Background: an optimization exercise with open tools, aiming at small area and a short achievable clock period. Do not read the settings as production practice.
Function was checked by simulation only, so behaviour that the tests miss may differ from the original.
No activity file was given, so power comes from the tool's default toggle rates.

==> design.v <==
`timescale 1ns / 1ps
module ABC(
    input                               clk                        ,
    input                               rst_n                      ,
    input wrdata_en,
    input [255:0] wrdata_pld,
    input wrdata_lw,
    input rdata_en,
    output rdatardy,
    output arb_req,
    output arb_lw,
    output [255:0] arb_pld
    );
reg [7:0] cnt;
wire cnt_add_flag;
wire cnt_sub_flag;
wire wr_en;
wire rd_en;
wire [256:0] wr_data;
wire [256:0] rd_data;
wire fifo_data_rdy;
reg fifo_data_rdy_1ff;
wire cnt_hold_flag;
wire empty;
wire full;
assign cnt_add_flag = wrdata_lw & wr_en;
assign cnt_sub_flag = arb_lw & rd_en;
assign cnt_hold_flag = cnt_add_flag & cnt_sub_flag;
assign wr_en = (wrdata_en == 1'b1) && (rdatardy == 1'b1);
assign wr_data = {wrdata_lw, wrdata_pld};
assign rdatardy = (full != 1);
always @(posedge clk or negedge rst_n) begin
    if(rst_n == 1'b0) begin
        cnt <= 8'd0;
    end
    else if(cnt_hold_flag == 1'b1) begin
        cnt <= cnt;
    end
    else if(cnt_add_flag == 1'b1) begin
        cnt <= cnt + 1'b1;
    end
    else if(cnt_sub_flag == 1'b1) begin
        cnt <= cnt - 1'b1;
    end
end
assign rd_en = (fifo_data_rdy == 1'b1) && (rdata_en == 1'b1) ;  
assign fifo_data_rdy = (cnt != 8'd0);    
assign arb_req = rd_en;         
assign arb_lw = rd_data[256];
assign arb_pld = rd_data[255:0];      
sync_fifo
#(.DATA_WIDTH(257), .ADDR_WIDTH(4), .FIFO_DEPTH(16))
U_SYNC (
    .clk(clk)        ,
    .rst_n(rst_n)    ,
    .rd_en(rd_en)    ,
    .rd_data(rd_data),
    .wr_en(wr_en)    ,
    .wr_data(wr_data),
    .empty(empty)    ,
    .full(full)
);                                                            
endmodule
module sync_fifo
#(parameter DATA_WIDTH = 256,
  parameter ADDR_WIDTH = 7,
  parameter FIFO_DEPTH = 16)(
    input   wire            clk,
    input   wire            rst_n,
    input   wire            wr_en,
    input   wire            rd_en,
    input   wire    [DATA_WIDTH - 1:0]   wr_data,
    output  wire            empty,
    output  wire            full,
    output          [DATA_WIDTH - 1:0]  rd_data
);
reg  [DATA_WIDTH - 1:0]  mem[FIFO_DEPTH - 1:0];
wire [ADDR_WIDTH - 1:0]  w_addr,r_addr;
reg  [ADDR_WIDTH:0]      r_addr_a, w_addr_a; 
assign r_addr = r_addr_a[ADDR_WIDTH - 1:0];
assign w_addr = w_addr_a[ADDR_WIDTH - 1:0];
assign rd_data = mem[r_addr];
always@(posedge clk or negedge rst_n) begin
    if(rst_n == 1'b0)
        r_addr_a <= {ADDR_WIDTH{1'b0}};
    else begin
        if(rd_en==1 && empty==0) begin
            r_addr_a <= r_addr_a + 1;
        end
    end
end
always@(posedge clk or negedge rst_n)
    if(rst_n == 1'b0)
        w_addr_a <= {ADDR_WIDTH{1'b0}};
    else begin
        if(wr_en==1 && full==0) begin
            mem[w_addr] <= wr_data;
            w_addr_a <= w_addr_a + 1;
        end
    end
assign empty = (r_addr_a == w_addr_a) ? 1 : 0;
assign full  = (r_addr_a[ADDR_WIDTH] != w_addr_a[ADDR_WIDTH]  && r_addr_a[ADDR_WIDTH - 1:0] == w_addr_a[ADDR_WIDTH - 1:0]) ? 1 : 0; 
endmodule
==> run.sh <==
#!/bin/bash
# synth_recipe.tcl (not shown) runs the flow's synth.tcl, then flattens the netlist and writes it again
# the make line also repeats each setting of config.mk as NAME=value (left out here)
make -C /OpenROAD-flow-scripts/flow DESIGN_CONFIG=/design/flow/config.mk WORK_HOME=/design/flow/orfs CLKGATE_MAP_FILE= SYNTH_SCRIPT=/design/flow/synth_recipe.tcl finish
==> config.mk <==
export PLATFORM = sky130hd
export DESIGN_NAME = ABC
export DESIGN_NICKNAME = ABC
export VERILOG_FILES = /design/flow/design.v
export SDC_FILE = /design/flow/constraint.sdc
export NUM_CORES = 4
export LEC_CHECK = 0
export CAP_MARGIN = 20
export CORE_MARGIN = 2
export CORE_UTILIZATION = 40
export SLEW_MARGIN = 20
==> constraint.sdc <==
create_clock -name core_clock -period 5.5 [get_ports {clk}]
set_input_delay 1.1000 -clock core_clock [delete_from_list [all_inputs] [get_ports {clk}]]
set_output_delay 1.1000 -clock core_clock [all_outputs]
set_load 0.01 [all_outputs]
==> flow_summary.yaml, run 1 <==
timing:
  grt_setup_unrepaired: "true"
  period_needed_ns: 5.47
  max_slew.worst_pin.slew_ns: 1.21
  max_slew_margin_pct: 19.1
  report.final.slew_viol_count: 0
  final_report_hold_violation_count: 0
  maximum_clock_frequency_ghz: 0.183
  finalClockSkew_ns: 0.0537
  period_share_pct: 99.5
  setup-violations-final: 0
job:
  cap_violations: 0
synthesis:
  synthArstFlopShare_pct: 0.436
  synth_mux_area_share_pct: 2.37
  post_synth_net_total: 8794
  synthFlopType: "sky130_fd_sc_hd__edfxtp_1"
  postSynthRegisterBits: 4130
  ys_types: 77
  synth.area.top_cells: "sky130_fd_sc_hd__edfxtp_1, sky130_fd_sc_hd__a22oi_1, sky130_fd_sc_hd__a221oi_1"
  synth_adder_area_share_pct: 0.127
  synth-edff-count: 4112
  synth_compound_gate_area_share_pct: 12.1
  total_number_of_yosys_warnings: 3
  synth_top_area_cell: "sky130_fd_sc_hd__edfxtp_1"
  synth-seq-area-share_pct: 80.9
  synth_top_family_by_area: "compound AO/OA/AOI/OAI gates"
  synth_largest_type_area_fraction_pct: 80.6
  basic_gate_share_of_the_synthesized_area_counting_and_or_nand_and_nor_cells_pct: 2.54
  synth_area_mm2: 0.153
  post_synth_xor_area_fraction_pct: 0.120
  postSynthCellCount: 8518
  synth_area_per_cell_um2: 18.0
outcome:
  run_status: "timing/DRC/antenna clean"
cts:
  clockBufferDepth: 4
  clk_pin_slew_worst_paths_ns: 0.06
  cts_made_buffers: 413
  cts_sinks: 4130
  clock_tree_from_tritoncts: "yes"
  cts.root.buffer_cell: "sky130_fd_sc_hd__clkbuf_16"
  cts_htree_levels: 5
  clk_latency_ns: 1.00
setup_path:
  crit-reg2reg-launch: "U_SYNC.r_addr_a[2]$_DFFE_PN0P_"
  required_time_of_the_worst_setup_path_ns: 4.40
  critical_path.endpoint_type: "primary output"
  critical_path.startpoint_type: "flip-flop"
  cp_max_fo: 62
  worst-endpoint-arrival_ns: 4.37
  critPathLaunch: "U_SYNC.r_addr_a[0]$_DFFE_PN0P_"
  worstSetupPathType: "flip-flop to primary output"
floorplanning:
  num_rows: 227
  initial_standard_cell_utilization_of_the_core_pct: 40.1
  ioPinCount: 520
  chipHeight_um: 623
  core_mm2: 0.382
  die_area_mm2: 0.388
  die_width_um: 623
route:
  detail_route.vias_per_cell: 6.26
  detail_route.drc_violations: 0
  dr_total_vias: 92200
  detail_route.first_pass.iterations: 7
  ant_nets: 0
  wl_per_cell_um: 35.8
  detail_route.iter0.violations: 13400
  totalWireLength_mm: 528
placement:
  dp.final_hpwl_mm: 277
  io_buffer_count: 519
  placed_cell_area_mm2: 0.167
  place_congestion: 0.800
  number_of_instances_in_the_placed_design: 13800
cells_and_area:
  seq_area_mm2: 0.124
  final_non_filler_cells: 14700
  layout.nets: 9557
  final_layout_size_suffix_gt1_share_pct: 13.5
  postLayoutCellArea_mm2: 0.182
  total_area_of_multi_input_combinational_cells_mm2: 0.0274
  fillerInstances: 31700
  flow.area_growth_from_synthesis_pct: 18.9
global_routing:
  maximum_number_of_pins_on_one_net_before_global_route_repair: 125
  vias_in_the_first_global_route: 88900
  gr-max-usage-layer: "met2"
  grt_util_all_layers_pct: 26.4
  globalRouteMet2Util_pct: 42.6
  use_met3_pct: 5.37
  grt_met1_use_pct: 34.8
  grt_pass1_wl_mm: 720
  initial_antenna_violation_count: 103
  grt-ovfl-total: 0
worst_hold_path:
  hold_path_class: "flip-flop to flip-flop"
  hold_start: "cnt[7]$_DFFE_PN0P_"
power_and_ir_drop:
  power_density_mw_per_mm2: 567
  cellLeakagePower_nw: 56.9
  peakVddDrop_mv: 0.623
-- Yosys cell counts (69+ instances only) --
master                     count
sky130_fd_sc_hd__a21oi_1     297
sky130_fd_sc_hd__a221oi_1    321
sky130_fd_sc_hd__a222oi_1    218
sky130_fd_sc_hd__a22o_1      214
sky130_fd_sc_hd__a22oi_1     658
sky130_fd_sc_hd__a31oi_1     133
sky130_fd_sc_hd__buf_1        76
sky130_fd_sc_hd__buf_2       214
sky130_fd_sc_hd__clkbuf_1    278
sky130_fd_sc_hd__edfxtp_1   4112
sky130_fd_sc_hd__mux2_2       78
sky130_fd_sc_hd__mux2i_1     210
sky130_fd_sc_hd__nand2_1     370
sky130_fd_sc_hd__nor2_1      398
sky130_fd_sc_hd__o21ai_0     250
sky130_fd_sc_hd__o22ai_1      69
-- metrics by stage --
| step | power, mW | utilization, % | setup TNS, ns | worst slack, ns | hold slack, ns |
|---|---|---|---|---|---|
| 2_1_floorplan | 54.2 | - | - | -4.27 | 0.439 |
| 3_3_place_gp | 73.9 | 43.8 | 0 | 0.216 | 0.459 |
| 3_5_place_dp | 74.1 | 43.8 | 0 | 0.460 | 0.468 |
| 4_1_cts | 103 | 47.6 | -0.110 | -0.0946 | 0.480 |
| 5_1_grt | 106 | 47.7 | -0.0292 | -0.0233 | 0.501 |
| 6_report | 103 | 47.7 | 0 | 0.0273 | 0.478 |
-- registers in the layout, indices dropped and copies added (netlist names) --
name	cells
U_SYNC.mem	4112
U_SYNC.r_addr_a	5
U_SYNC.w_addr_a	5
cnt	8
-- placed cells by master (no fill, tap or decap), types with 14 or more instances in the layout --
master | Yosys | final
sky130_fd_sc_hd__buf_6 | 8 | 19
sky130_fd_sc_hd__a41oi_1 | 64 | 39
sky130_fd_sc_hd__o211ai_1 | 25 | 25
sky130_fd_sc_hd__buf_4 | 36 | 247
sky130_fd_sc_hd__and3_1 | 30 | 27
sky130_fd_sc_hd__a221oi_1 | 321 | 320
sky130_fd_sc_hd__nand2_1 | 370 | 362
sky130_fd_sc_hd__edfxtp_1 | 4112 | 4112
sky130_fd_sc_hd__a22oi_1 | 658 | 658
sky130_fd_sc_hd__a41oi_2 | 0 | 25
sky130_fd_sc_hd__diode_2 | 0 | 50
sky130_fd_sc_hd__xnor2_1 | 14 | 14
sky130_fd_sc_hd__a211oi_1 | 24 | 23
sky130_fd_sc_hd__o21ai_0 | 250 | 250
sky130_fd_sc_hd__a221o_1 | 24 | 24
sky130_fd_sc_hd__nand3_1 | 54 | 54
sky130_fd_sc_hd__o22ai_1 | 69 | 69
sky130_fd_sc_hd__mux2_2 | 78 | 78
sky130_fd_sc_hd__o22a_1 | 50 | 50
sky130_fd_sc_hd__buf_12 | 0 | 151
sky130_fd_sc_hd__a31oi_1 | 133 | 112
sky130_fd_sc_hd__buf_16 | 0 | 14
sky130_fd_sc_hd__clkdlybuf4s50_1 | 0 | 515
sky130_fd_sc_hd__a222oi_1 | 218 | 218
sky130_fd_sc_hd__a22o_1 | 214 | 214
sky130_fd_sc_hd__dfrtp_1 | 18 | 14
sky130_fd_sc_hd__nor2_4 | 2 | 20
sky130_fd_sc_hd__a31oi_2 | 0 | 21
sky130_fd_sc_hd__nor2_1 | 398 | 379
sky130_fd_sc_hd__clkinv_2 | 0 | 78
sky130_fd_sc_hd__nor3_1 | 28 | 21
sky130_fd_sc_hd__mux4_2 | 22 | 22
sky130_fd_sc_hd__o2111ai_1 | 20 | 20
sky130_fd_sc_hd__a21oi_1 | 297 | 287
sky130_fd_sc_hd__clkbuf_1 | 278 | 79
sky130_fd_sc_hd__clkbuf_16 | 0 | 419
sky130_fd_sc_hd__mux2i_1 | 210 | 210
sky130_fd_sc_hd__bufinv_16 | 0 | 39
sky130_fd_sc_hd__o221ai_1 | 17 | 17
sky130_fd_sc_hd__clkinv_1 | 1 | 106
-- metal layers --
layer  wire length (um)  vias to the layer above
li1                   -                    37100
met1             200000                    48400
met2             251000                     5643
met3              54300                      926
met4              21900                       54
met5                340                        -
-- worst max-delay path, cell delays in order, from the launching register on --
cell                              delay (ns)
sky130_fd_sc_hd__dfrtp_2                0.46
sky130_fd_sc_hd__ha_4                   0.30
sky130_fd_sc_hd__buf_16                 0.32
sky130_fd_sc_hd__buf_16                 0.39
sky130_fd_sc_hd__a21oi_1                0.12
sky130_fd_sc_hd__a221oi_1               0.46
sky130_fd_sc_hd__a21oi_1                0.07
sky130_fd_sc_hd__a31oi_1                0.42
sky130_fd_sc_hd__clkdlybuf4s50_1        0.64
-- area by class of cell --
type | instances | area share, %
Sequential cell | 4130 | 68.1
Tap cell | 5038 | 3.46
Clock buffer | 498 | 5.90
Multi-Input combinational cell | 3765 | 15.0
Timing Repair Buffer | 958 | 5.97
Clock inverter | 267 | 1.45
Inverter | 13 | 0.0412
Antenna cell | 50 | 0.0687
-- timing repair --
action,in CTS,in global routing
hold buffers,0,0
endpoints found under the hold margin,0,0
resized for setup,99,31
gates cloned,5,3
pin swaps,11,3
buffers inserted,56,14
setup endpoints to repair,236,75
-- power breakdown --
group	total (mW)	leakage, nW	switching (mW)	internal [mW]
Combinational	38.4	13.1	24.5	13.9
Clock	28.0	6.53	12.2	15.8
Sequential	36.8	37.2	0.475	36.3
-- path summary, 6_finish.rpt --
path / endpoint / depth (start not counted) / slack (ns)
max in group asynchronous: U_SYNC.r_addr_a[3]$_DFFE_PN0P_ / 2 / 4.68
worst min-delay path: cnt[7]$_DFFE_PN0P_ / 1 / 0.48
worst max-delay path: arb_pld[72] / 8 / 0.03
worst max register to register: U_SYNC.mem[10][175]$_DFFE_PP_ / 10 / 1.22
min in group asynchronous: U_SYNC.r_addr_a[4]$_DFFE_PN0P_ / 2 / 0.53
worst min register to register: cnt[7]$_DFFE_PN0P_ / 1 / 0.48
-- cell families (layout without fill, tap and decap cells) --
kind of cell | Yosys count | count (layout)
AOI/OAI and AO/OA | 2465 | 2465
xor gates and xnor gates | 21 | 21
adders and majority gates | 15 | 15
buffers and inverters | 625 | 1736
DFF | 4130 | 4130
muxes | 321 | 321
other | 0 | 50
and+or+nand+nor | 941 | 943
==> run 2: changes to the inputs <==
==> design.v (replaced) <==
module ABC(
    input          clk,
    input          rst_n,
    input          wrdata_en,
    input  [255:0] wrdata_pld,
    input          wrdata_lw,
    input          rdata_en,
    output         rdatardy,
    output         arb_req,
    output         arb_lw,
    output [255:0] arb_pld
    );
reg  [256:0] hd;         
reg          hv;         
reg  [256:0] ram [0:14];
reg  [14:0]  wp;         
reg  [14:0]  rp;         
reg  [15:0]  hsel;       
reg  [3:0]   rcnt;       
reg          rne;        
reg          rfull;      
reg          full;       
reg  [4:0]   pcnt;       
reg          pnz;        
wire wr = wrdata_en & ~full;
wire rd = rdata_en & pnz;
assign rdatardy = ~full;
assign arb_req  = rd;
assign arb_pld  = hd[255:0];
assign arb_lw   = hd[256];
wire [256:0] din = {wrdata_lw, wrdata_pld};
genvar g;
generate
    for (g = 0; g < 15; g = g + 1) begin : g_ent
        always @(posedge clk)
            if (wp[g] & ~rfull)
                ram[g] <= din;
    end
endgenerate
reg [256:0] hnext;
integer k;
always @(*) begin
    hnext = {257{hsel[15]}} & din;
    for (k = 0; k < 15; k = k + 1)
        hnext = hnext | ({257{hsel[k]}} & ram[k]);
end
wire hload  = rd | ~hv;
always @(posedge clk)
    if (hload)
        hd <= hnext;
wire pop    = hload & rne;
wire push   = wr & (rne | (hv & ~rd));
wire hv_n   = hload ? (rne | wr) : 1'b1;
wire [3:0]  rcnt_n = rcnt + {3'd0, push} - {3'd0, pop};
wire [14:0] wp_n   = push ? {wp[13:0], wp[14]} : wp;
wire [14:0] rp_n   = pop  ? {rp[13:0], rp[14]} : rp;
wire        rne_n  = (rcnt_n != 4'd0);
wire        padd   = wr & wrdata_lw;
wire        psub   = rd & hd[256];
wire [4:0]  pcnt_n = pcnt + {4'd0, padd} - {4'd0, psub};
always @(posedge clk or negedge rst_n) begin
    if (!rst_n) begin
        hv    <= 1'b0;
        wp    <= 15'd1;
        rp    <= 15'd1;
        hsel  <= 16'h8000;
        rcnt  <= 4'd0;
        rne   <= 1'b0;
        rfull <= 1'b0;
        full  <= 1'b0;
        pcnt  <= 5'd0;
        pnz   <= 1'b0;
    end else begin
        hv    <= hv_n;
        wp    <= wp_n;
        rp    <= rp_n;
        hsel  <= rne_n ? {1'b0, rp_n} : 16'h8000;
        rcnt  <= rcnt_n;
        rne   <= rne_n;
        rfull <= (rcnt_n == 4'd15);
        full  <= hv_n & (rcnt_n == 4'd15);
        pcnt  <= pcnt_n;
        pnz   <= (pcnt_n != 5'd0);
    end
end
endmodule
==> flow_summary.yaml, run 2 <==
outcome:
  run_status: "timing/DRC/antenna clean"
floorplanning:
  initial_standard_cell_utilization_of_the_core_pct: 40.2
  die_width_um: 613
  chipHeight_um: 613
  core_mm2: 0.369
  die_area_mm2: 0.375
  ioPinCount: 520
  num_rows: 223
power_and_ir_drop:
  cellLeakagePower_nw: 53.7
  switching_share_pct: 21.4
  power_density_mw_per_mm2: 386
  p_comb_share_pct: 4.5
  peakVddDrop_mv: 0.305
  pwr-share-seq_pct: 54.2
  clock_power_share_pct: 41.3
  power_report.internal_total_mw: 52.4
  switchingPower_mw: 14.2
job:
  cap_violations: 0
route:
  totalWireLength_mm: 443
  dr_total_vias: 80200
  wl_per_cell_um: 34.0
  detail_route.first_pass.iterations: 6
  detail_route.iter0.violations: 9898
  ant_nets: 0
  detail_route.vias_per_cell: 6.16
  detail_route.drc_violations: 0
cells_and_area:
  layout.nets: 7959
  flow.area_growth_from_synthesis_pct: 16.6
  fillerInstances: 30500
  largest_register: "ram"
  seq_area_mm2: 0.125
  largest_register_ffs: 3855
  leading_cell_type_in_the_layout_fill_and_taps_excluded: "sky130_fd_sc_hd__edfxtp_1"
  postLayoutCoreUtil_pct: 46.8
  reg.largest.list: "ram x3855, hd x257, hsel x16"
  final_layout_size_suffix_gt1_share_pct: 10.0
  layout.cells.most_common_list: "sky130_fd_sc_hd__edfxtp_1, sky130_fd_sc_hd__a22o_1, sky130_fd_sc_hd__a221oi_1"
  postLayoutCellArea_mm2: 0.173
  total_area_of_multi_input_combinational_cells_mm2: 0.0207
global_routing:
  grt_util_all_layers_pct: 23.0
  maximum_number_of_pins_on_one_net_before_global_route_repair: 111
  initial_antenna_violation_count: 117
  grt-ovfl-total: 0
  grt_pass1_wl_mm: 614
  vias_in_the_first_global_route: 79600
synthesis:
  synth_largest_type_area_fraction_pct: 83.3
  synth_adder_area_share_pct: 0.103
  synth.area.top_cells: "sky130_fd_sc_hd__edfxtp_1, sky130_fd_sc_hd__a221oi_1, sky130_fd_sc_hd__a22o_1"
  synth-edff-count: 4112
  post_synth_xor_area_fraction_pct: 0.0295
  synth.cells.most_frequent: "sky130_fd_sc_hd__edfxtp_1, sky130_fd_sc_hd__a221oi_1, sky130_fd_sc_hd__a22o_1"
  synthArstFlopShare_pct: 1.44
  basic_gate_share_of_the_synthesized_area_counting_and_or_nand_and_nor_cells_pct: 1.31
  postSynthCellCount: 7072
  postSynthRegisterBits: 4172
  synth_top_area_cell: "sky130_fd_sc_hd__edfxtp_1"
  synth_compound_gate_area_share_pct: 12.2
  synth_area_mm2: 0.148
  ys_types: 42
  synth-seq-area-share_pct: 84.3
  synth_mux_area_share_pct: 0.251
  synthFlopType: "sky130_fd_sc_hd__edfxtp_1"
  post_synth_net_total: 7344
  synth_top_family_by_area: "compound AO/OA/AOI/OAI gates"
  synth_area_per_cell_um2: 21.0
  synth_most_common_cell: "sky130_fd_sc_hd__edfxtp_1"
  total_number_of_yosys_warnings: 2
timing:
  max_slew.worst_pin.slew_ns: 1.17
  hold-worst-slack_ns: 0.275
  period_share_pct: 67.4
  maximum_clock_frequency_ghz: 0.270
  report.final.slew_viol_count: 0
  grt_setup_unrepaired: "false"
  setup-violations-final: 0
  worst_slack_ns: 1.79
  finalClockSkew_ns: 0.0670
  period_needed_ns: 3.71
  max_slew_margin_pct: 22.2
  final_report_hold_violation_count: 0
setup_path:
  critical_path.cell_chain: "clkdlybuf4s50_1 -> and2_4 -> nor2b_4 -> inv_16 -> nand2_8 -> inv_1 -> ha_1 -> inv_1 -> ha_1 -> fa_1 -> xor2_1 -> or3_4 -> a21oi_4 -> nor2b_1"
  worstSetupPathType: "primary input to flip-flop"
  crit_slowest_cell: "sky130_fd_sc_hd__a21oi_4"
  worst_stage_delay_on_the_critical_path_ns: 0.44
  critical_path.endpoint_type: "flip-flop"
  rr_endpoint: "hsel[11]$_DFF_PN0_"
  critical_path.startpoint_type: "primary input"
  crit-reg2reg-launch: "pnz$_DFF_PN0_"
  cp_max_fo: 55
  critPathLaunch: "rdata_en"
  regToRegSetupSlack_ns: 2.00
  required_time_of_the_worst_setup_path_ns: 6.33
  worst-endpoint-arrival_ns: 4.53
  reg2reg_depth: 13
cts:
  cts_made_buffers: 409
  clk_pin_slew_worst_paths_ns: 0.06
  cts-resized-gates: 0
  clock_tree_from_tritoncts: "yes"
  clk_latency_ns: 0.97
  cts_sinks: 4172
  clockBufferDepth: 4
  cts.root.buffer_cell: "sky130_fd_sc_hd__clkbuf_16"
  holdBufCountCts: 0
  post_cts_repair_timing_setup_buffer_count: 0
  cts_htree_levels: 5
placement:
  place_congestion: 0.751
  dp.final_hpwl_mm: 203
  dp_slack_ns: 0.808
  io_buffer_count: 519
  placed_cell_area_mm2: 0.159
worst_hold_path:
  hold_path_class: "primary input to asynchronous set/reset pin"
[run 2: cell types whose count changed after synthesis, moves of 133 or more]
cell and change:
sky130_fd_sc_hd__o21ai_0 -249, sky130_fd_sc_hd__a221oi_1 +707, sky130_fd_sc_hd__mux2i_1 -210, sky130_fd_sc_hd__a31oi_1 -133, sky130_fd_sc_hd__a222oi_1 -218, sky130_fd_sc_hd__nand2_1 -369
sky130_fd_sc_hd__a21oi_1 -296, sky130_fd_sc_hd__nand4_1 +252, sky130_fd_sc_hd__nor2_1 -398, sky130_fd_sc_hd__a22o_1 +814, sky130_fd_sc_hd__a22oi_1 -658
[run 2: worst max-delay path by stage]
stage | end | slack [ns] | cells after the start
after CTS | hsel[11]$_DFF_PN0_ | 1.87 | 14
after detailed placement | hsel[11]$_DFF_PN0_ | 0.81 | 14
final | hsel[11]$_DFF_PN0_ | 1.79 | 14
after floorplan | ram[0][0]$_DFFE_PP_ | -2.46 | 2
after global placement | hsel[7]$_DFF_PN0_ | 0.84 | 14
after global routing | hsel[11]$_DFF_PN0_ | 1.67 | 14
[run 2: logic make-up (layout without fill, tap and decap cells)]
family                   after synthesis  in the layout
XOR/XNOR                               5              5
AND/OR/NAND/NOR                      305            305
multiplexers                          30             30
other                                  0             60
AO/OA/AOI/OAI                       2065           2065
adder cells (fa/ha/maj)               11             11
flip-flops                          4172           4172
buffers and inverters                484           1435
[run 2: routing by layer]
layer,track usage (%),up-vias,share of wire [%]
li1,-,32400,-
met1,30.1,43000,39
met2,38.6,3995,50
met3,3.83,755,8.3
met4,8.15,58,3.1
met5,0,-,0.074
[run 2: per-stage QoR]
step / setup TNS [ns] / instances / total power [mW]
3_5_place_dp: 0 / 12200 / 39.8
5_1_grt: 0 / 13000 / 68.4
2_1_floorplan: -9038.36 / 7072 / 37.5
4_1_cts: 0 / 13000 / 67.1
6_report: 0 / 13000 / 66.6
3_3_place_gp: 0 / 12200 / 39.8
[run 2: critical path: cells and delay by family]
kind	cells	cell delay, ns
and+or+nand+nor	5	1.14
xor gates and xnor gates	1	0.20
buffers and inverters	4	0.70
adders and majority gates	3	0.93
AOI/OAI and AO/OA	1	0.44
[run 2: cell type report]
cell class	count	area share [%]
diodes	60	0.0869
clock buffers	490	6.13
clock inverters	257	1.48
inverters	16	0.0442
multi-input cells	2416	12.0
flip-flops and latches	4172	72.4
well taps	4950	3.58
repair buffers	672	4.32
[run 2: power by group through the flow]
stage | Sequential [mW] | Clock, mW | Combinational [mW]
2_1_floorplan | 36.7 | 0 | 0.823
3_3_place_gp | 36.8 | 0 | 2.97
6_report | 36.1 | 27.5 | 2.99
3_5_place_dp | 36.8 | 0 | 3.02
5_1_grt | 36.1 | 29.1 | 3.20
4_1_cts | 36.1 | 27.9 | 3.03
==> run 3: changes to the inputs <==
--- a/design.v
+++ b/design.v
@@ -14,5 +14,6 @@
 reg          hv;         
-reg  [256:0] ram [0:14];
+reg  [15*257-1:0] ram;   
 reg  [14:0]  wp;         
 reg  [14:0]  rp;         
+reg  [14:0]  occ;        
 reg  [15:0]  hsel;       
@@ -34,7 +35,9 @@
     for (g = 0; g < 15; g = g + 1) begin : g_ent
+        wire we   = wp[g] & ~rfull;
+        wire keep = occ[g];
         always @(posedge clk)
-            if (wp[g] & ~rfull)
-                ram[g] <= din;
+            ram[g*257 +: 257] <= ({257{we}} & din) | ({257{keep}} & ram[g*257 +: 257]);
     end
 endgenerate
+wire hload  = rd | ~hv;
 reg [256:0] hnext;
@@ -42,10 +45,8 @@
 always @(*) begin
-    hnext = {257{hsel[15]}} & din;
+    hnext = ({257{~hload}} & hd) | ({257{hload & hsel[15]}} & din);
     for (k = 0; k < 15; k = k + 1)
-        hnext = hnext | ({257{hsel[k]}} & ram[k]);
+        hnext = hnext | ({257{hload & hsel[k]}} & ram[k*257 +: 257]);
 end
-wire hload  = rd | ~hv;
 always @(posedge clk)
-    if (hload)
-        hd <= hnext;
+    hd <= hnext;
 wire pop    = hload & rne;
@@ -53,9 +54,31 @@
 wire hv_n   = hload ? (rne | wr) : 1'b1;
-wire [3:0]  rcnt_n = rcnt + {3'd0, push} - {3'd0, pop};
+wire [3:0]  rcnt_i = rcnt + 4'd1;
+wire [3:0]  rcnt_d = rcnt - 4'd1;
+wire        r_is1  = (rcnt == 4'd1);
+wire        r_is14 = (rcnt == 4'd14);
+reg  [3:0]  rcnt_n;
+reg         rne_n, rfull_n;
+always @(*) begin
+    case ({push, pop})
+        2'b10:   begin rcnt_n = rcnt_i; rne_n = 1'b1;   rfull_n = r_is14; end
+        2'b01:   begin rcnt_n = rcnt_d; rne_n = ~r_is1; rfull_n = 1'b0;   end
+        default: begin rcnt_n = rcnt;   rne_n = rne;    rfull_n = rfull;  end
+    endcase
+end
 wire [14:0] wp_n   = push ? {wp[13:0], wp[14]} : wp;
 wire [14:0] rp_n   = pop  ? {rp[13:0], rp[14]} : rp;
-wire        rne_n  = (rcnt_n != 4'd0);
 wire        padd   = wr & wrdata_lw;
 wire        psub   = rd & hd[256];
-wire [4:0]  pcnt_n = pcnt + {4'd0, padd} - {4'd0, psub};
+wire [4:0]  pcnt_i = pcnt + 5'd1;
+wire [4:0]  pcnt_d = pcnt - 5'd1;
+wire        p_is1  = (pcnt == 5'd1);
+reg  [4:0]  pcnt_n;
+reg         pnz_n;
+always @(*) begin
+    case ({padd, psub})
+        2'b10:   begin pcnt_n = pcnt_i; pnz_n = 1'b1;   end
+        2'b01:   begin pcnt_n = pcnt_d; pnz_n = ~p_is1; end
+        default: begin pcnt_n = pcnt;   pnz_n = pnz;    end
+    endcase
+end
 always @(posedge clk or negedge rst_n) begin
@@ -65,2 +88,3 @@
         rp    <= 15'd1;
+        occ   <= 15'd0;
         hsel  <= 16'h8000;
@@ -76,2 +100,3 @@
         rp    <= rp_n;
+        occ   <= (occ & ~({15{pop}} & rp)) | ({15{push}} & wp);
         hsel  <= rne_n ? {1'b0, rp_n} : 16'h8000;
@@ -79,6 +104,6 @@
         rne   <= rne_n;
-        rfull <= (rcnt_n == 4'd15);
-        full  <= hv_n & (rcnt_n == 4'd15);
+        rfull <= rfull_n;
+        full  <= hv_n & rfull_n;
         pcnt  <= pcnt_n;
-        pnz   <= (pcnt_n != 5'd0);
+        pnz   <= pnz_n;
     end
==> flow/run.sh (new file) <==
#!/bin/bash
set -euo pipefail
cd "$(dirname "$0")/.."
bash standard.sh \
  MATCH_CELL_FOOTPRINT=0 \
  "BUFFER_PORTS_ARGS=-buffer_cell sky130_fd_sc_hd__buf_2" \
  finish > flow_make.log 2>&1
==> standard.sh (new file) <==
#!/bin/bash
# synth_recipe.tcl (not shown) runs the flow's synth.tcl, then flattens the netlist and writes it again
# the make line also repeats each setting of config.mk as NAME=value (left out here)
make -C /OpenROAD-flow-scripts/flow DESIGN_CONFIG=/design/flow/config.mk WORK_HOME=/design/flow/orfs CLKGATE_MAP_FILE= SYNTH_SCRIPT=/design/flow/synth_recipe.tcl "${@:-finish}"
--- a/config.mk
+++ b/config.mk
@@ -9,3 +9,4 @@
 export CORE_MARGIN = 2
-export CORE_UTILIZATION = 40
+export CORE_UTILIZATION = 65
+export SETUP_SLACK_MARGIN = 2.5
 export SLEW_MARGIN = 20
removed: run.sh
==> flow_summary.yaml, run 3 <==
outcome:
  run_status: "timing/DRC/antenna clean"
route:
  wl_per_cell_um: 36.4
  ant_nets: 0
  dr_total_vias: 127000
  detail_route.vias_per_cell: 8.03
  detail_route.first_pass.iterations: 11
  totalWireLength_mm: 576
  detail_route.iter0.violations: 20700
  detail_route.drc_violations: 0
cells_and_area:
  flow.area_growth_from_synthesis_pct: 10.4
  layout.cells.most_common_list: "sky130_fd_sc_hd__dfxtp_1, sky130_fd_sc_hd__a22o_1, sky130_fd_sc_hd__a22oi_1"
  fillerInstances: 16000
  reg.largest.list: "ram x3855, hd x257, hsel x16"
  final_layout_size_suffix_gt1_share_pct: 11.4
  total_area_of_multi_input_combinational_cells_mm2: 0.0563
  largest_register_ffs: 3855
  postLayoutCellArea_mm2: 0.164
  seq_area_mm2: 0.0843
  largest_register: "ram"
  layout.nets: 12700
  leading_cell_type_in_the_layout_fill_and_taps_excluded: "sky130_fd_sc_hd__dfxtp_1"
timing:
  hold-worst-slack_ns: 0.0950
  period_share_pct: 55.6
  final.setup.tns_ns: 0
  period_needed_ns: 3.06
  worst_slack_ns: 2.44
  final_report_hold_violation_count: 0
  grt_setup_unrepaired: "false"
  finalClockSkew_ns: 0.0459
  setup-violations-final: 0
  max_slew_margin_pct: 10.4
  report.final.slew_viol_count: 0
  maximum_clock_frequency_ghz: 0.327
  max_slew.worst_pin.slew_ns: 1.34
synthesis:
  postSynthRegisterBits: 4187
  synth-seq-area-share_pct: 56.7
  post_synth_net_total: 13500
  postSynthCellCount: 13200
  synth.cells.most_frequent: "sky130_fd_sc_hd__dfxtp_1, sky130_fd_sc_hd__a22o_1, sky130_fd_sc_hd__a22oi_1"
  synth_area_per_cell_um2: 11.2
  synth_largest_type_area_fraction_pct: 55.4
  synth_area_mm2: 0.148
  synth_compound_gate_area_share_pct: 34.5
  synth_adder_area_share_pct: 0.0843
  synth_top_family_by_area: "compound AO/OA/AOI/OAI gates"
  synthFlopType: "sky130_fd_sc_hd__dfxtp_1"
  synth-edff-count: 0
  synth.area.top_cells: "sky130_fd_sc_hd__dfxtp_1, sky130_fd_sc_hd__a22o_1, sky130_fd_sc_hd__a22oi_1"
  synth_top_area_cell: "sky130_fd_sc_hd__dfxtp_1"
  synthArstFlopShare_pct: 1.79
  ys_types: 41
  basic_gate_share_of_the_synthesized_area_counting_and_or_nand_and_nor_cells_pct: 3.13
  synth_mux_area_share_pct: 0.127
  total_number_of_yosys_warnings: 1
  synth_most_common_cell: "sky130_fd_sc_hd__dfxtp_1"
  post_synth_xor_area_fraction_pct: 0.0531
placement:
  dp_slack_ns: 1.38
  placed_cell_area_mm2: 0.150
  dp.final_hpwl_mm: 257
  place_congestion: 0.826
  io_buffer_count: 519
setup_path:
  cp_max_fo: 43
  worstSetupPathType: "flip-flop to flip-flop"
  required_time_of_the_worst_setup_path_ns: 6.41
  critical_path.cell_chain: "and2_4 -> buf_4 -> a22oi_1 -> nand3_1"
  crit_slowest_cell: "sky130_fd_sc_hd__dfrtp_4"
  critical_path.startpoint_type: "flip-flop"
  crit_family: "simple AND/OR/NAND/NOR gates"
  worst_stage_delay_on_the_critical_path_ns: 1.08
  critical_path.n_buffers_inverters: 1
  critical_path.endpoint_type: "flip-flop"
  worst-endpoint-arrival_ns: 3.97
cts:
  clk_pin_slew_worst_paths_ns: 0.06
  cts_sinks: 4187
  clock_tree_from_tritoncts: "yes"
  cts_made_buffers: 411
  holdBufCountCts: 0
  cts.root.buffer_cell: "sky130_fd_sc_hd__clkbuf_16"
  clk_latency_ns: 0.99
  cts_htree_levels: 5
  clockBufferDepth: 4
job:
  cap_violations: 0
power_and_ir_drop:
  power_density_mw_per_mm2: 409
  cellLeakagePower_nw: 61.1
  peakVddDrop_mv: 0.335
global_routing:
  grt_pass1_wl_mm: 829
  vias_in_the_first_global_route: 121000
  initial_antenna_violation_count: 111
  maximum_number_of_pins_on_one_net_before_global_route_repair: 165
  grt-ovfl-total: 0
  grt_util_all_layers_pct: 47.2
floorplanning:
  die_width_um: 482
  core_mm2: 0.227
  num_rows: 175
  chipHeight_um: 482
  initial_standard_cell_utilization_of_the_core_pct: 65.3
  ioPinCount: 520
  die_area_mm2: 0.232
worst_hold_path:
  hold_path_class: "primary input to asynchronous set/reset pin"
==> run 3: changes by cell type in the layout (fill, tap and decap cells not counted), moves of 513 or more <==
cell and change:
sky130_fd_sc_hd__a22o_1 +2845, sky130_fd_sc_hd__a22oi_1 +2036, sky130_fd_sc_hd__nand3_1 +513, sky130_fd_sc_hd__buf_2 +518
sky130_fd_sc_hd__dfxtp_1 +4112, sky130_fd_sc_hd__clkdlybuf4s50_1 -518, sky130_fd_sc_hd__edfxtp_1 -4112, sky130_fd_sc_hd__a221oi_1 -1025
==> run 3: cell families after synthesis <==
logic type | count (synthesis)
xor gates and xnor gates | 9
adders and majority gates | 10
AOI/OAI and AO/OA | 6209
muxes | 17
DFF | 4187
buffers and inverters | 1922
and+or+nand+nor | 864
==> run 3: layout make-up <==
| class | count | area share [%] |
|---|---|---|
| multi-input cells | 7109 | 34.4 |
| diodes | 81 | 0.124 |
| clock inverters | 144 | 1.24 |
| inverters | 8 | 0.0191 |
| well taps | 3009 | 2.30 |
| clock buffers | 585 | 7.37 |
| repair buffers | 695 | 3.10 |
| flip-flops and latches | 4187 | 51.5 |
==> run 3: through the flow <==
| stage | power (mW) | util, % | instances |
|---|---|---|---|
| 2_1_floorplan | 35.4 | - | 13200 |
| 3_3_place_gp | 37.9 | 65.8 | 15000 |
| 3_5_place_dp | 38.0 | 65.8 | 15000 |
| 4_1_cts | 66.8 | 72.0 | 15700 |
| 5_1_grt | 68.5 | 72.1 | 15800 |
| 6_report | 67.1 | 72.1 | 15800 |
==> run 3: path summary, 6_finish.rpt <==
| kind | to | slack, ns | cells after the start | from |
|---|---|---|---|---|
| max in group asynchronous | hsel[4]$_DFF_PN0_ | 4.20 | 2 | rst_n |
| worst max-delay path | hd[34]$_DFF_P_ | 2.44 | 4 | hsel[10]$_DFF_PN0_ |
| worst min register to register | hd[158]$_DFF_P_ | 0.47 | 2 | ram[1700]$_DFF_P_ |
| worst min-delay path | pcnt[0]$_DFFE_PN0P_ | 0.09 | 1 | rst_n |
| worst max register to register | hd[34]$_DFF_P_ | 2.44 | 4 | hsel[10]$_DFF_PN0_ |
| min in group core_clock | hd[158]$_DFF_P_ | 0.47 | 2 | ram[1700]$_DFF_P_ |
==> run 3: metal layers <==
| metal | global-route usage (%) | wire, um | up-vias |
|---|---|---|---|
| li1 | - | - | 50300 |
| met1 | 62.1 | 213000 | 63100 |
| met2 | 69.8 | 245000 | 11100 |
| met3 | 13.4 | 80800 | 2412 |
| met4 | 26.8 | 35800 | 72 |
| met5 | 0 | 490 | - |
==> run 3: worst reg2reg max path, cell delays in order (launching register included) <==
cell and delay, ns:
sky130_fd_sc_hd__dfrtp_4 1.08, sky130_fd_sc_hd__and2_4 1.06, sky130_fd_sc_hd__buf_4 0.58, sky130_fd_sc_hd__a22oi_1 0.17, sky130_fd_sc_hd__nand3_1 0.13
==> run 3: timing repair <==
action,in CTS,in global routing
resized for setup,0,1
setup buffers,1,0
pin swaps,1,0
endpoints found under the setup margin,17,35
==> run 3: power by group <==
part	switching (mW)	leakage, nW	internal, mW	total, mW
sequential	1.26	34.1	31.2	32.5
clock	12.0	6.93	17.5	29.5
combinational	3.26	20.0	1.86	5.12
total	16.5	61.1	50.6	67.1
==> run 4: changes to the inputs <==
==> flow/run.sh (replaced) <==
#!/bin/bash
set -euo pipefail
cd "$(dirname "$0")/.."
here=$(pwd)
bash standard.sh \
  MATCH_CELL_FOOTPRINT=0 \
  "BUFFER_PORTS_ARGS=-buffer_cell sky130_fd_sc_hd__buf_2" \
  "CTS_ARGS=-sink_clustering_enable -repair_clock_nets -root_buf sky130_fd_sc_hd__clkbuf_16 -buf_list sky130_fd_sc_hd__clkbuf_16 -sink_clustering_size 25 -sink_clustering_max_diameter 50" \
  "POST_RESIZE_TCL=$here/flow/upsize.tcl" \
  finish > flow_make.log 2>&1
==> flow/upsize.tcl (new file) <==
# Hook run after the placement resizer: the head-word registers, which drive
# the arb_pld/arb_lw port buffers over a long wire, get a stronger drive.
set n_up 0
foreach c [get_cells *] {
  set name [get_full_name $c]
  set ref [get_property $c ref_name]
  if {[regexp {^hd\[[0-9]+\]\$} $name]} {
    set to ""
    if {$ref eq "sky130_fd_sc_hd__dfxtp_1"} {
      set to sky130_fd_sc_hd__dfxtp_2
    }
    if {$to ne ""} {
      replace_cell $c $to
      incr n_up
    }
  }
}
puts "upsize.tcl: upsized $n_up registers"
--- a/config.mk
+++ b/config.mk
@@ -10,3 +10,3 @@
 export CORE_UTILIZATION = 65
-export SETUP_SLACK_MARGIN = 2.5
+export SETUP_SLACK_MARGIN = 2.6
 export SLEW_MARGIN = 20
==> flow_summary.yaml, run 4 <==
global_routing:
  maximum_number_of_pins_on_one_net_before_global_route_repair: 140
  grt_pass1_wl_mm: 828
  vias_in_the_first_global_route: 121000
  grt_util_all_layers_pct: 47.3
  grt-ovfl-total: 0
  initial_antenna_violation_count: 116
cells_and_area:
  largest_register_ffs: 3855
  reg.largest.list: "ram x3855, hd x257, hsel x16"
  layout.nets: 12600
  largest_register: "ram"
  flow.area_growth_from_synthesis_pct: 8.80
  final_non_filler_cells: 15700
  seq_area_mm2: 0.0846
  final_layout_size_suffix_gt1_share_pct: 12.8
  leading_cell_type_in_the_layout_fill_and_taps_excluded: "sky130_fd_sc_hd__a22o_1"
  postLayoutCellArea_mm2: 0.162
  fillerInstances: 16300
  total_area_of_multi_input_combinational_cells_mm2: 0.0564
  layout.cells.most_common_list: "sky130_fd_sc_hd__a22o_1, sky130_fd_sc_hd__dfxtp_1, sky130_fd_sc_hd__a22oi_1"
route:
  detail_route.first_pass.iterations: 9
  ant_nets: 0
  detail_route.iter0.violations: 22100
  totalWireLength_mm: 578
  dr_total_vias: 126000
  detail_route.drc_violations: 0
  wl_per_cell_um: 36.8
  detail_route.vias_per_cell: 8.06
setup_path:
  worstSetupPathType: "flip-flop to flip-flop"
  crit-reg2reg-launch: "hv$_DFF_PN0_"
  reg2reg_depth: 5
  critical_path.endpoint_type: "flip-flop"
  rr_endpoint: "hd[68]$_DFF_P_"
  critical_path.cell_chain: "a21bo_4 -> and2_4 -> buf_12 -> a22oi_1 -> nand3_1"
  cp_max_fo: 66
  critPathLaunch: "hv$_DFF_PN0_"
  regToRegSetupSlack_ns: 2.39
  required_time_of_the_worst_setup_path_ns: 6.38
  worst-endpoint-arrival_ns: 3.99
  critical_path.startpoint_type: "flip-flop"
  crit_path_end: "hd[68]$_DFF_P_"
  crit_slowest_cell: "sky130_fd_sc_hd__and2_4"
  worst_stage_delay_on_the_critical_path_ns: 0.97
synthesis:
  synth-edff-count: 0
  postSynthCellCount: 13200
  synth.area.top_cells: "sky130_fd_sc_hd__dfxtp_1, sky130_fd_sc_hd__a22o_1, sky130_fd_sc_hd__a22oi_1"
  synth_area_mm2: 0.148
  synth.cells.most_frequent: "sky130_fd_sc_hd__dfxtp_1, sky130_fd_sc_hd__a22o_1, sky130_fd_sc_hd__a22oi_1"
  ys_types: 41
  synthFlopType: "sky130_fd_sc_hd__dfxtp_1"
  synthArstFlopShare_pct: 1.79
  postSynthRegisterBits: 4187
  synth_area_per_cell_um2: 11.2
  synth-seq-area-share_pct: 56.7
  synth_top_area_cell: "sky130_fd_sc_hd__dfxtp_1"
  synth_most_common_cell: "sky130_fd_sc_hd__dfxtp_1"
  synth_largest_type_area_fraction_pct: 55.4
  total_number_of_yosys_warnings: 1
  post_synth_net_total: 13500
placement:
  number_of_instances_in_the_placed_design: 15000
  placed_cell_area_mm2: 0.150
  io_buffer_count: 519
  place_congestion: 0.839
  dp.final_hpwl_mm: 259
floorplanning:
  chipHeight_um: 482
  die_width_um: 482
  core_mm2: 0.227
  num_rows: 175
  ioPinCount: 520
  initial_standard_cell_utilization_of_the_core_pct: 65.3
  die_area_mm2: 0.232
cts:
  cts_sinks: 4187
  cts.root.buffer_cell: "sky130_fd_sc_hd__clkbuf_16"
  cts_made_buffers: 335
  clockBufferDepth: 4
  cts_htree_levels: 5
  clk_pin_slew_worst_paths_ns: 0.08
  clock_tree_from_tritoncts: "yes"
  clk_latency_ns: 0.98
timing:
  hold-worst-slack_ns: 0.454
  max_slew_margin_pct: 18.1
  period_needed_ns: 3.11
  finalClockSkew_ns: 0.0500
  setup-violations-final: 0
  final.setup.tns_ns: 0
  grt_setup_unrepaired: "true"
  max_slew.worst_pin.slew_ns: 1.23
  maximum_clock_frequency_ghz: 0.321
  final_report_hold_violation_count: 0
  period_share_pct: 56.6
  report.final.slew_viol_count: 0
power_and_ir_drop:
  cellLeakagePower_nw: 59.9
  peakVddDrop_mv: 0.340
  power_density_mw_per_mm2: 392
job:
  cap_violations: 0
outcome:
  run_status: "timing/DRC/antenna clean"
worst_hold_path:
  hold_path_class: "flip-flop to flip-flop"
  hold_start: "ram[2712]$_DFF_P_"
==> run 4: cell types whose count changed in the layout (fill, tap and decap cells not counted), moves of 36 or more <==
| cell | delta |
|---|---|
| sky130_fd_sc_hd__dfxtp_1 | -257 |
| sky130_fd_sc_hd__dfxtp_2 | +257 |
| sky130_fd_sc_hd__clkbuf_8 | -96 |
| sky130_fd_sc_hd__clkbuf_16 | -78 |
| sky130_fd_sc_hd__clkbuf_1 | -70 |
| sky130_fd_sc_hd__clkinv_2 | -47 |
| sky130_fd_sc_hd__inv_6 | +44 |
| sky130_fd_sc_hd__inv_8 | +36 |
==> run 4: metrics by stage <==
step | setup slack, ns | total power [mW] | utilization [%]
5_1_grt | 2.51 | 64.7 | 71.0
6_report | 2.39 | 63.3 | 71.1
2_1_floorplan | 2.60 | 35.4 | -
4_1_cts | 2.61 | 62.9 | 70.9
3_5_place_dp | 1.28 | 38.2 | 65.9
3_3_place_gp | 1.36 | 37.9 | 65.7
==> run 4: how the worst min path moves through the flow <==
| stage | slack, ns | cells past startpoint | endpoint |
|---|---|---|---|
| 6_report | 0.45 | 2 | hd[142]$_DFF_P_ |
| 5_1_grt | 0.49 | 2 | hd[126]$_DFF_P_ |
| 3_5_place_dp | 0.46 | 2 | hd[153]$_DFF_P_ |
| 4_1_cts | 0.45 | 2 | hd[142]$_DFF_P_ |
| 2_1_floorplan | 0.44 | 2 | hd[115]$_DFF_P_ |
| 3_3_place_gp | 0.45 | 2 | hd[130]$_DFF_P_ |
==> run 4: metal layers <==
layer	wire length (um)	GRT usage [%]	up-vias
li1	-	-	50200
met1	213000	62.8	62800
met2	246000	69.3	11100
met3	85900	14.4	2198
met4	32500	25.1	80
met5	524	0	-
==> run 4: critical path: cells and delay by family (launching register included) <==
kind | cells | cell delay [ns]
buffers and inverters | 1 | 0.40
AND/OR/NAND/NOR | 2 | 1.10
AO/OA/AOI/OAI | 2 | 0.77
flip-flops | 1 | 0.39
==> run 4: kinds of logic (layout without fill, tap and decap cells) <==
| group | Yosys count | count (layout) | share of synthesized area [%] |
|---|---|---|---|
| and+or+nand+nor | 864 | 868 | 3.13 |
| adders and majority gates | 10 | 10 | 0.0843 |
| buffers and inverters | 1922 | 1300 | 5.43 |
| muxes | 17 | 17 | 0.127 |
| AOI/OAI and AO/OA | 6209 | 6209 | 34.5 |
| DFF | 4187 | 4187 | 56.7 |
| xor gates and xnor gates | 9 | 9 | 0.0531 |
| other | 0 | 82 | 0 |
==> run 4: layout make-up <==
cell class	count	share of cell area [%]
diodes	82	0.127
clock inverters	254	1.80
well taps	3009	2.33
inverters	8	0.0194
repair buffers	698	3.15
multi-input cells	7113	34.9
flip-flops and latches	4187	52.4
clock buffers	340	5.27
==> run 4: power breakdown <==
part           switching (mW)  internal, mW
Clock                    12.5          12.9
Sequential               1.30          31.4
Combinational            3.29          1.87
==> run 4: what timing repair did <==
item                                    4_1_cts  5_1_grt
endpoints found under the setup margin       55      126
gates cloned                                  3        2
buffers inserted                              2        0
endpoints found under the hold margin         8        0
resized for setup                             2        2
hold buffers                                  1        0
pin swaps                                     3        0
==> run 5: changes to the inputs <==
--- a/config.mk
+++ b/config.mk
@@ -11,2 +11,2 @@
 export SETUP_SLACK_MARGIN = 2.6
-export SLEW_MARGIN = 20
+export SLEW_MARGIN = 50
==> flow_summary.yaml, run 5 <==
cts:
  cts_made_buffers: 332
  cts.root.buffer_cell: "sky130_fd_sc_hd__clkbuf_16"
  clk_pin_slew_worst_paths_ns: 0.09
  cts_htree_levels: 5
  cts_sinks: 4187
  clockBufferDepth: 4
  clock_tree_from_tritoncts: "yes"
  clk_latency_ns: 0.99
global_routing:
  globalRouteMet2Util_pct: 69.7
  grt_util_all_layers_pct: 47.4
  grt-ovfl-total: 0
  vias_in_the_first_global_route: 122000
  maximum_number_of_pins_on_one_net_before_global_route_repair: 116
  grt_pass1_wl_mm: 831
  grt_met1_use_pct: 62.2
  initial_antenna_violation_count: 120
  use_met3_pct: 15.1
  gr-max-usage-layer: "met2"
outcome:
  run_status: "timing/DRC/antenna clean"
route:
  wl_per_cell_um: 36.4
  ant_nets: 0
  dr_total_vias: 127000
  detail_route.iter0.violations: 21600
  detail_route.first_pass.iterations: 9
  detail_route.drc_violations: 0
  totalWireLength_mm: 575
  detail_route.vias_per_cell: 8.02
cells_and_area:
  layout.cells.most_common_list: "sky130_fd_sc_hd__a22o_1, sky130_fd_sc_hd__dfxtp_1, sky130_fd_sc_hd__a22oi_1"
  postLayoutCellArea_mm2: 0.164
  layout.nets: 12700
  flow.area_growth_from_synthesis_pct: 10.7
  fillerInstances: 15900
  final_layout_size_suffix_gt1_share_pct: 13.5
  largest_register: "ram"
  leading_cell_type_in_the_layout_fill_and_taps_excluded: "sky130_fd_sc_hd__a22o_1"
  reg.largest.list: "ram x3855, hd x257, hsel x16"
  largest_register_ffs: 3855
timing:
  finalClockSkew_ns: 0.0526
  max_slew_margin_pct: 41.5
  period_share_pct: 53.1
  setup-violations-final: 0
  maximum_clock_frequency_ghz: 0.343
  final_report_hold_violation_count: 0
  final.setup.tns_ns: 0
  period_needed_ns: 2.92
  report.final.slew_viol_count: 0
  max_slew.worst_pin.slew_ns: 0.878
  grt_setup_unrepaired: "true"
  hold-worst-slack_ns: 0.469
floorplanning:
  initial_standard_cell_utilization_of_the_core_pct: 65.3
  core_mm2: 0.227
  chipHeight_um: 482
  die_width_um: 482
  num_rows: 175
  ioPinCount: 520
  die_area_mm2: 0.232
setup_path:
  required_time_of_the_worst_setup_path_ns: 6.36
  reg2reg_depth: 6
  regToRegSetupSlack_ns: 2.58
  worstSetupPathType: "flip-flop to flip-flop"
  critical_path.startpoint_type: "flip-flop"
  crit-reg2reg-launch: "hv$_DFF_PN0_"
  cp_max_fo: 115
  critical_path.endpoint_type: "flip-flop"
  worst-endpoint-arrival_ns: 3.77
  rr_endpoint: "hd[39]$_DFF_P_"
worst_hold_path:
  hold_path_class: "flip-flop to flip-flop"
  hold_path_end: "hd[98]$_DFF_P_"
  hold_depth: 2
  hold_start: "ram[2668]$_DFF_P_"
placement:
  place_congestion: 0.839
  io_buffer_count: 519
  placed_cell_area_mm2: 0.152
  dp.final_hpwl_mm: 288
synthesis:
  synth_top_area_cell: "sky130_fd_sc_hd__dfxtp_1"
  synth_largest_type_area_fraction_pct: 55.4
  synth-edff-count: 0
  post_synth_net_total: 13500
  synthFlopType: "sky130_fd_sc_hd__dfxtp_1"
  ys_types: 41
  synth_most_common_cell: "sky130_fd_sc_hd__dfxtp_1"
  synth_area_per_cell_um2: 11.2
  postSynthRegisterBits: 4187
  synth.cells.most_frequent: "sky130_fd_sc_hd__dfxtp_1, sky130_fd_sc_hd__a22o_1, sky130_fd_sc_hd__a22oi_1"
  synth-seq-area-share_pct: 56.7
  total_number_of_yosys_warnings: 1
  postSynthCellCount: 13200
  synthArstFlopShare_pct: 1.79
  synth.area.top_cells: "sky130_fd_sc_hd__dfxtp_1, sky130_fd_sc_hd__a22o_1, sky130_fd_sc_hd__a22oi_1"
  synth_area_mm2: 0.148
power_and_ir_drop:
  peakVddDrop_mv: 0.353
  cellLeakagePower_nw: 61.0
  power_density_mw_per_mm2: 385
job:
  cap_violations: 0
## run 5: cell types whose count changed in the layout (fill, tap and decap cells not counted), sizes merged
cell and change:
clkinv +1, and2 -4, clkbuf +2, clkinvlp +11, bufinv +1, buf +109
inv -15
## run 5: worst max path at each step
stage / startpoint / to / slack [ns]
2_1_floorplan: rdata_en / rne$_DFF_PN0_ / 2.60
6_report: hv$_DFF_PN0_ / hd[39]$_DFF_P_ / 2.58
5_1_grt: hv$_DFF_PN0_ / hd[202]$_DFF_P_ / 2.53
3_3_place_gp: rdata_en / hsel[3]$_DFF_PN0_ / 1.36
4_1_cts: hv$_DFF_PN0_ / hsel[7]$_DFF_PN0_ / 2.66
3_5_place_dp: rdata_en / hsel[9]$_DFF_PN0_ / 1.43
## run 5: logic make-up after synthesis
group | share of synthesized area [%]
compound gates | 34.5
flops | 56.7
buf+inv | 5.43
simple gates | 3.13
mux | 0.127
fa+ha+maj | 0.0843
xor+xnor | 0.0531
## run 5: power breakdown
group | internal (mW) | switching (mW) | total (mW)
combinational | 1.92 | 3.36 | 5.28
sequential | 31.4 | 1.21 | 32.6
clock | 12.9 | 12.5 | 25.4
## run 5: critical path, stage by stage, from the launching register on
cell,delay (ns)
sky130_fd_sc_hd__dfrtp_1,0.39
sky130_fd_sc_hd__a21bo_4,0.51
sky130_fd_sc_hd__buf_4,0.62
sky130_fd_sc_hd__buf_12,0.48
sky130_fd_sc_hd__nand3_1,0.19
sky130_fd_sc_hd__o22ai_1,0.18
sky130_fd_sc_hd__nand3_1,0.11
## run 5: final cells by class
type,count,area (um2),area share (%)
inverter,8,31.3,0.0190
sequential,4187,84600,51.5
multi-input combinational,7109,56400,34.3
timing repair buffer,809,7880,4.80
clock buffer,340,8510,5.18
antenna,82,205,0.125
clock inverter,252,2920,1.78
tap,3009,3760,2.29
## run 5: routing by layer
layer  up-vias  part of all wire [%]
met3      2215                    15
met2     10900                    43
met4        94                   5.6
li1      50400                     -
met1     63000                    37
met5         -                  0.10
## run 5: through the flow
| step | util, % | total power [mW] | setup WS (ns) | std cells |
|---|---|---|---|---|
| 6_report | 72.3 | 63.2 | 2.58 | 15800 |
| 5_1_grt | 72.3 | 64.7 | 2.53 | 15800 |
| 4_1_cts | 72.1 | 62.8 | 2.66 | 15700 |
| 3_5_place_dp | 67.1 | 38.2 | 1.43 | 15100 |
| 3_3_place_gp | 65.7 | 37.9 | 1.36 | 15000 |
| 2_1_floorplan | - | 35.4 | 2.60 | 13200 |
## run 5: repair_timing
item | 4_1_cts | 5_1_grt
setup buffers | 0 | 3
setup endpoints to repair | 17 | 32
hold buffers | 1 | 0
cloned | 0 | 0
endpoints found under the hold margin | 8 | 0
pin swaps | 0 | 1
gates resized for setup | 2 | 2
==> run 6: changes to the inputs <==
--- a/design.v
+++ b/design.v
@@ -25,6 +25,10 @@
 reg          pnz;        
-wire wr = wrdata_en & ~full;
-wire rd = rdata_en & pnz;
+reg          pz;         
+reg          nhv;        
+reg          hvnp;       
+reg          nhvp;       
+wire wr = wrdata_en & ~rfull;   
+wire rd = rdata_en & ~pz;
 assign rdatardy = ~full;
-assign arb_req  = rd;
+assign arb_req  = rdata_en & pnz;
 assign arb_pld  = hd[255:0];
@@ -41,3 +45,7 @@
 endgenerate
-wire hload  = rd | ~hv;
+wire [3:0] hload;
+assign hload[0] = rdata_en ? nhvp : nhv;
+assign hload[1] = rdata_en ? ~hvnp : ~hv;
+assign hload[2] = (rdata_en & ~pz) | nhv;
+assign hload[3] = (rdata_en & ~pz) | ~hv;
 reg [256:0] hnext;
@@ -45,11 +53,14 @@
 always @(*) begin
-    hnext = ({257{~hload}} & hd) | ({257{hload & hsel[15]}} & din);
+    hnext = {257{hsel[15]}} & din;
     for (k = 0; k < 15; k = k + 1)
-        hnext = hnext | ({257{hload & hsel[k]}} & ram[k*257 +: 257]);
+        hnext = hnext | ({257{hsel[k]}} & ram[k*257 +: 257]);
 end
-always @(posedge clk)
-    hd <= hnext;
-wire pop    = hload & rne;
-wire push   = wr & (rne | (hv & ~rd));
-wire hv_n   = hload ? (rne | wr) : 1'b1;
+always @(posedge clk) begin
+    hd[63:0]    <= hload[0] ? hnext[63:0]    : (hd[63:0]    & {64{hv}});
+    hd[127:64]  <= hload[1] ? hnext[127:64]  : (hd[127:64]  & {64{hv}});
+    hd[191:128] <= hload[2] ? hnext[191:128] : (hd[191:128] & {64{hv}});
+    hd[256:192] <= hload[3] ? hnext[256:192] : (hd[256:192] & {65{hv}});
+end
+wire [14:0] wp_r   = {wp[13:0], wp[14]};
+wire [14:0] rp_r   = {rp[13:0], rp[14]};
 wire [3:0]  rcnt_i = rcnt + 4'd1;
@@ -58,13 +69,51 @@
 wire        r_is14 = (rcnt == 4'd14);
+reg         hv_n, rne_n, rfull_n;
 reg  [3:0]  rcnt_n;
-reg         rne_n, rfull_n;
+reg  [14:0] wp_n, rp_n, occ_n;
+reg  [15:0] hsel_n;
 always @(*) begin
-    case ({push, pop})
-        2'b10:   begin rcnt_n = rcnt_i; rne_n = 1'b1;   rfull_n = r_is14; end
-        2'b01:   begin rcnt_n = rcnt_d; rne_n = ~r_is1; rfull_n = 1'b0;   end
-        default: begin rcnt_n = rcnt;   rne_n = rne;    rfull_n = rfull;  end
+    case ({rd, wr})
+        2'b01: begin
+            hv_n    = 1'b1;
+            rne_n   = rne | hv;
+            rfull_n = hv & r_is14;
+            rcnt_n  = hv ? rcnt_i : rcnt;
+            wp_n    = hv ? wp_r : wp;
+            rp_n    = rp;
+            occ_n   = hv ? (occ | wp) : occ;
+            hsel_n  = (hv & ~rne) ? {1'b0, rp} : hsel;
+        end
+        2'b10: begin
+            hv_n    = rne;
+            rne_n   = rne & ~r_is1;
+            rfull_n = 1'b0;
+            rcnt_n  = rne ? rcnt_d : rcnt;
+            wp_n    = wp;
+            rp_n    = rne ? rp_r : rp;
+            occ_n   = rne ? (occ & ~rp) : occ;
+            hsel_n  = (rne & ~r_is1) ? {1'b0, rp_r} : 16'h8000;
+        end
+        2'b11: begin
+            hv_n    = 1'b1;
+            rne_n   = rne;
+            rfull_n = 1'b0;
+            rcnt_n  = rcnt;
+            wp_n    = rne ? wp_r : wp;
+            rp_n    = rne ? rp_r : rp;
+            occ_n   = rne ? ((occ & ~rp) | wp) : occ;
+            hsel_n  = rne ? {1'b0, rp_r} : 16'h8000;
+        end
+        default: begin
+            hv_n    = hv;
+            rne_n   = rne;
+            rfull_n = rfull;
+            rcnt_n  = rcnt;
+            wp_n    = wp;
+            rp_n    = rp;
+            occ_n   = occ;
+            hsel_n  = hsel;
+        end
     endcase
 end
-wire [14:0] wp_n   = push ? {wp[13:0], wp[14]} : wp;
-wire [14:0] rp_n   = pop  ? {rp[13:0], rp[14]} : rp;
+wire        full_n = hv_n & rfull_n;
 wire        padd   = wr & wrdata_lw;
@@ -80,3 +129,3 @@
         2'b01:   begin pcnt_n = pcnt_d; pnz_n = ~p_is1; end
-        default: begin pcnt_n = pcnt;   pnz_n = pnz;    end
+        default: begin pcnt_n = pcnt;   pnz_n = ~pz;    end
     endcase
@@ -96,2 +145,6 @@
         pnz   <= 1'b0;
+        pz    <= 1'b1;
+        nhv   <= 1'b1;
+        hvnp  <= 1'b0;
+        nhvp  <= 1'b1;
     end else begin
@@ -100,4 +153,4 @@
         rp    <= rp_n;
-        occ   <= (occ & ~({15{pop}} & rp)) | ({15{push}} & wp);
-        hsel  <= rne_n ? {1'b0, rp_n} : 16'h8000;
+        occ   <= occ_n;
+        hsel  <= hsel_n;
         rcnt  <= rcnt_n;
@@ -105,5 +158,9 @@
         rfull <= rfull_n;
-        full  <= hv_n & rfull_n;
+        full  <= full_n;
         pcnt  <= pcnt_n;
         pnz   <= pnz_n;
+        pz    <= ~pnz_n;
+        nhv   <= ~hv_n;
+        hvnp  <= hv_n & ~pnz_n;
+        nhvp  <= pnz_n | ~hv_n;
     end
==> flow_summary.yaml, run 6 <==
timing:
  grt_setup_unrepaired: "false"
  finalClockSkew_ns: 0.0543
  max_slew_margin_pct: 37.6
  maximum_clock_frequency_ghz: 0.351
  max_slew.worst_pin.slew_ns: 0.935
  final_report_hold_violation_count: 0
  final.setup.tns_ns: 0
synthesis:
  post_synth_net_total: 13300
  synth.area.top_cells: "sky130_fd_sc_hd__dfxtp_1, sky130_fd_sc_hd__a22o_1, sky130_fd_sc_hd__a221oi_1"
  synth.cells.most_frequent: "sky130_fd_sc_hd__a22o_1, sky130_fd_sc_hd__dfxtp_1, sky130_fd_sc_hd__clkbuf_1"
  ys_types: 49
  postSynthCellCount: 13000
  synthArstFlopShare_pct: 1.88
  synth_most_common_cell: "sky130_fd_sc_hd__a22o_1"
  synth_largest_type_area_fraction_pct: 54.7
  synth_area_per_cell_um2: 11.6
  postSynthRegisterBits: 4191
  synth_top_area_cell: "sky130_fd_sc_hd__dfxtp_1"
  total_number_of_yosys_warnings: 1
cts:
  clk_latency_ns: 0.99
  cts_sinks: 4191
  clk_pin_slew_worst_paths_ns: 0.09
  cts_made_buffers: 334
  clock_tree_from_tritoncts: "yes"
  post_cts_repair_timing_setup_buffer_count: 0
  cts.root.buffer_cell: "sky130_fd_sc_hd__clkbuf_16"
  clockBufferDepth: 4
  holdBufCountCts: 0
setup_path:
  reg2reg_depth: 7
  critical_path.startpoint_type: "flip-flop"
  crit_slowest_cell: "sky130_fd_sc_hd__dfrtp_1"
  critical_path.endpoint_type: "primary output"
  critPathLaunch: "pnz$_DFF_PN0_"
  required_time_of_the_worst_setup_path_ns: 4.40
  rr_endpoint: "ram[680]$_DFF_P_"
  crit-reg2reg-launch: "rfull$_DFF_PN0_"
  critical_path.n_buffers_inverters: 1
  regToRegSetupSlack_ns: 2.69
  crit_family: "flip-flops"
  worstSetupPathType: "flip-flop to primary output"
  worst-path-stages: 2
  cp_max_fo: 1
placement:
  place_congestion: 0.830
  dp.final_hpwl_mm: 275
  placed_cell_area_mm2: 0.154
  io_buffer_count: 519
power_and_ir_drop:
  peakVddDrop_mv: 0.553
  p_comb_share_pct: 17.8
  pwr-share-seq_pct: 45.8
  switchingPower_mw: 24.1
  clock_power_share_pct: 36.4
  cellLeakagePower_nw: 62.3
  power_density_mw_per_mm2: 420
  switching_share_pct: 34.6
cells_and_area:
  largest_register: "ram"
  layout.nets: 12500
  postLayoutCellArea_mm2: 0.166
  flow.area_growth_from_synthesis_pct: 10.2
  largest_register_ffs: 3855
  leading_cell_type_in_the_layout_fill_and_taps_excluded: "sky130_fd_sc_hd__a22o_1"
  seq_area_mm2: 0.0847
  layout.cells.most_common_list: "sky130_fd_sc_hd__a22o_1, sky130_fd_sc_hd__dfxtp_1, sky130_fd_sc_hd__a221oi_1"
worst_hold_path:
  hold_path_class: "primary input to asynchronous set/reset pin"
outcome:
  run_status: "timing/DRC/antenna clean"
global_routing:
  grt_pass1_wl_mm: 827
  grt_util_all_layers_pct: 46.3
  grt-ovfl-total: 0
floorplanning:
  chipHeight_um: 485
  initial_standard_cell_utilization_of_the_core_pct: 65.4
  die_width_um: 485
route:
  ant_nets: 0
-- run 6: cell types whose count changed after synthesis, moves of 130 or more --
cell,before,now
sky130_fd_sc_hd__o22ai_1,256,0
sky130_fd_sc_hd__a22oi_1,2036,130
sky130_fd_sc_hd__a22o_1,3873,4882
sky130_fd_sc_hd__a221oi_1,3,963
sky130_fd_sc_hd__clkbuf_1,1059,1189
sky130_fd_sc_hd__nand3_1,515,130
sky130_fd_sc_hd__buf_1,327,181
sky130_fd_sc_hd__nand4_1,257,64
-- run 6: logic make-up (layout without fill, tap and decap cells) --
kind of cell,Yosys count,count (layout),share of synthesized area (%)
DFF,4191,4191,56.0
xor gates and xnor gates,9,9,0.0524
and+or+nand+nor,591,591,2.32
buffers and inverters,1952,1407,5.55
AOI/OAI and AO/OA,6248,6248,35.8
other,0,84,0
adders and majority gates,13,13,0.108
muxes,19,19,0.140
-- run 6: area by class of cell --
class	instances	share of cell area, %
Antenna cell	84	0.127
Clock buffer	340	5.13
Clock inverter	255	1.74
Inverter	13	0.0294
Multi-Input combinational cell	6880	35.0
Sequential cell	4191	51.1
Tap cell	3026	2.28
Timing Repair Buffer	799	4.62
-- run 6: stage by stage --
step                power [mW]  hold WS (ns)  cells  util [%]  setup slack, ns
floorplan                 37.5         0.435  13000         -             2.63
global placement          43.2         0.457  14800      65.8             2.02
detailed placement        44.1         0.451  14900      67.0             2.03
CTS                       68.7         0.162  15500      71.9             2.64
global route              70.3         0.202  15600      72.1             2.65
finish                    69.7         0.171  15600      72.1             2.65
-- run 6: power by group through the flow --
stage	clock network, mW	logic [mW]	registers, mW
after detailed placement	0	11.6	32.5
after CTS	25.3	11.6	31.8
final	25.4	12.4	31.9
after floorplan	0	5.80	31.7
after global placement	0	10.3	32.9
after global routing	26.4	12.0	31.9
-- run 6: how the worst min path moves through the flow --
stage	cells past startpoint	from	slack (ns)	end
2_1_floorplan	1	pcnt[4]$_DFFE_PN0N_	0.43	pcnt[4]$_DFFE_PN0N_
3_3_place_gp	1	hd[119]$_DFF_P_	0.46	hd[119]$_DFF_P_
3_5_place_dp	1	hd[91]$_DFF_P_	0.45	hd[91]$_DFF_P_
4_1_cts	1	rst_n	0.16	wp[6]$_DFFE_PN0P_
5_1_grt	1	rst_n	0.20	pcnt[4]$_DFFE_PN0N_
6_report	1	rst_n	0.17	pcnt[2]$_DFFE_PN0N_
-- run 6: layer usage --
layer | share of wire [%] | wire length [um] | GRT usage, % | vias to the layer above
met2 | 43 | 249000 | 69.4 | 10600
met4 | 5.7 | 32600 | 25.9 | 88
met1 | 37 | 214000 | 60.8 | 63200
met5 | 0.10 | 579 | 0 | -
li1 | - | - | - | 50200
met3 | 14 | 77900 | 12.1 | 2173

[port drivers added, routing unchanged]
The flow's constraints put no driver on any port. The routed layouts listed below were extracted and timed again, unchanged, in two steps.
Step 1 sets driving cells, clkbuf_16 on the clock port and buf_2 on the other inputs (assumed; they add their load-dependent delay and slew).
Step 2 also shifts input and output timing later by t, the mid clock arrival at the registers, as if the neighbouring blocks saw the same clock.
Three values: ideal, step 1, step 2; two values: the first two.
| run | t, ns | slack for setup (ns) |
|---|---|---|
| run 1 | 1.085 | 0.027 / -0.081 / 0.779 |
| run 2 | 1.051 | 1.795 / 1.866 / 0.815 |
| run 3 | 1.062 | 2.443 / 2.443 / 1.702 |
| run 4 | 1.070 | 2.387 / 2.387 / 1.581 |
| run 5 | 1.075 | 2.581 / 2.581 / 1.799 |
| run 6 | 1.063 | 2.650 / 2.550 / 1.975 |
After both steps every run listed still meets setup and hold.
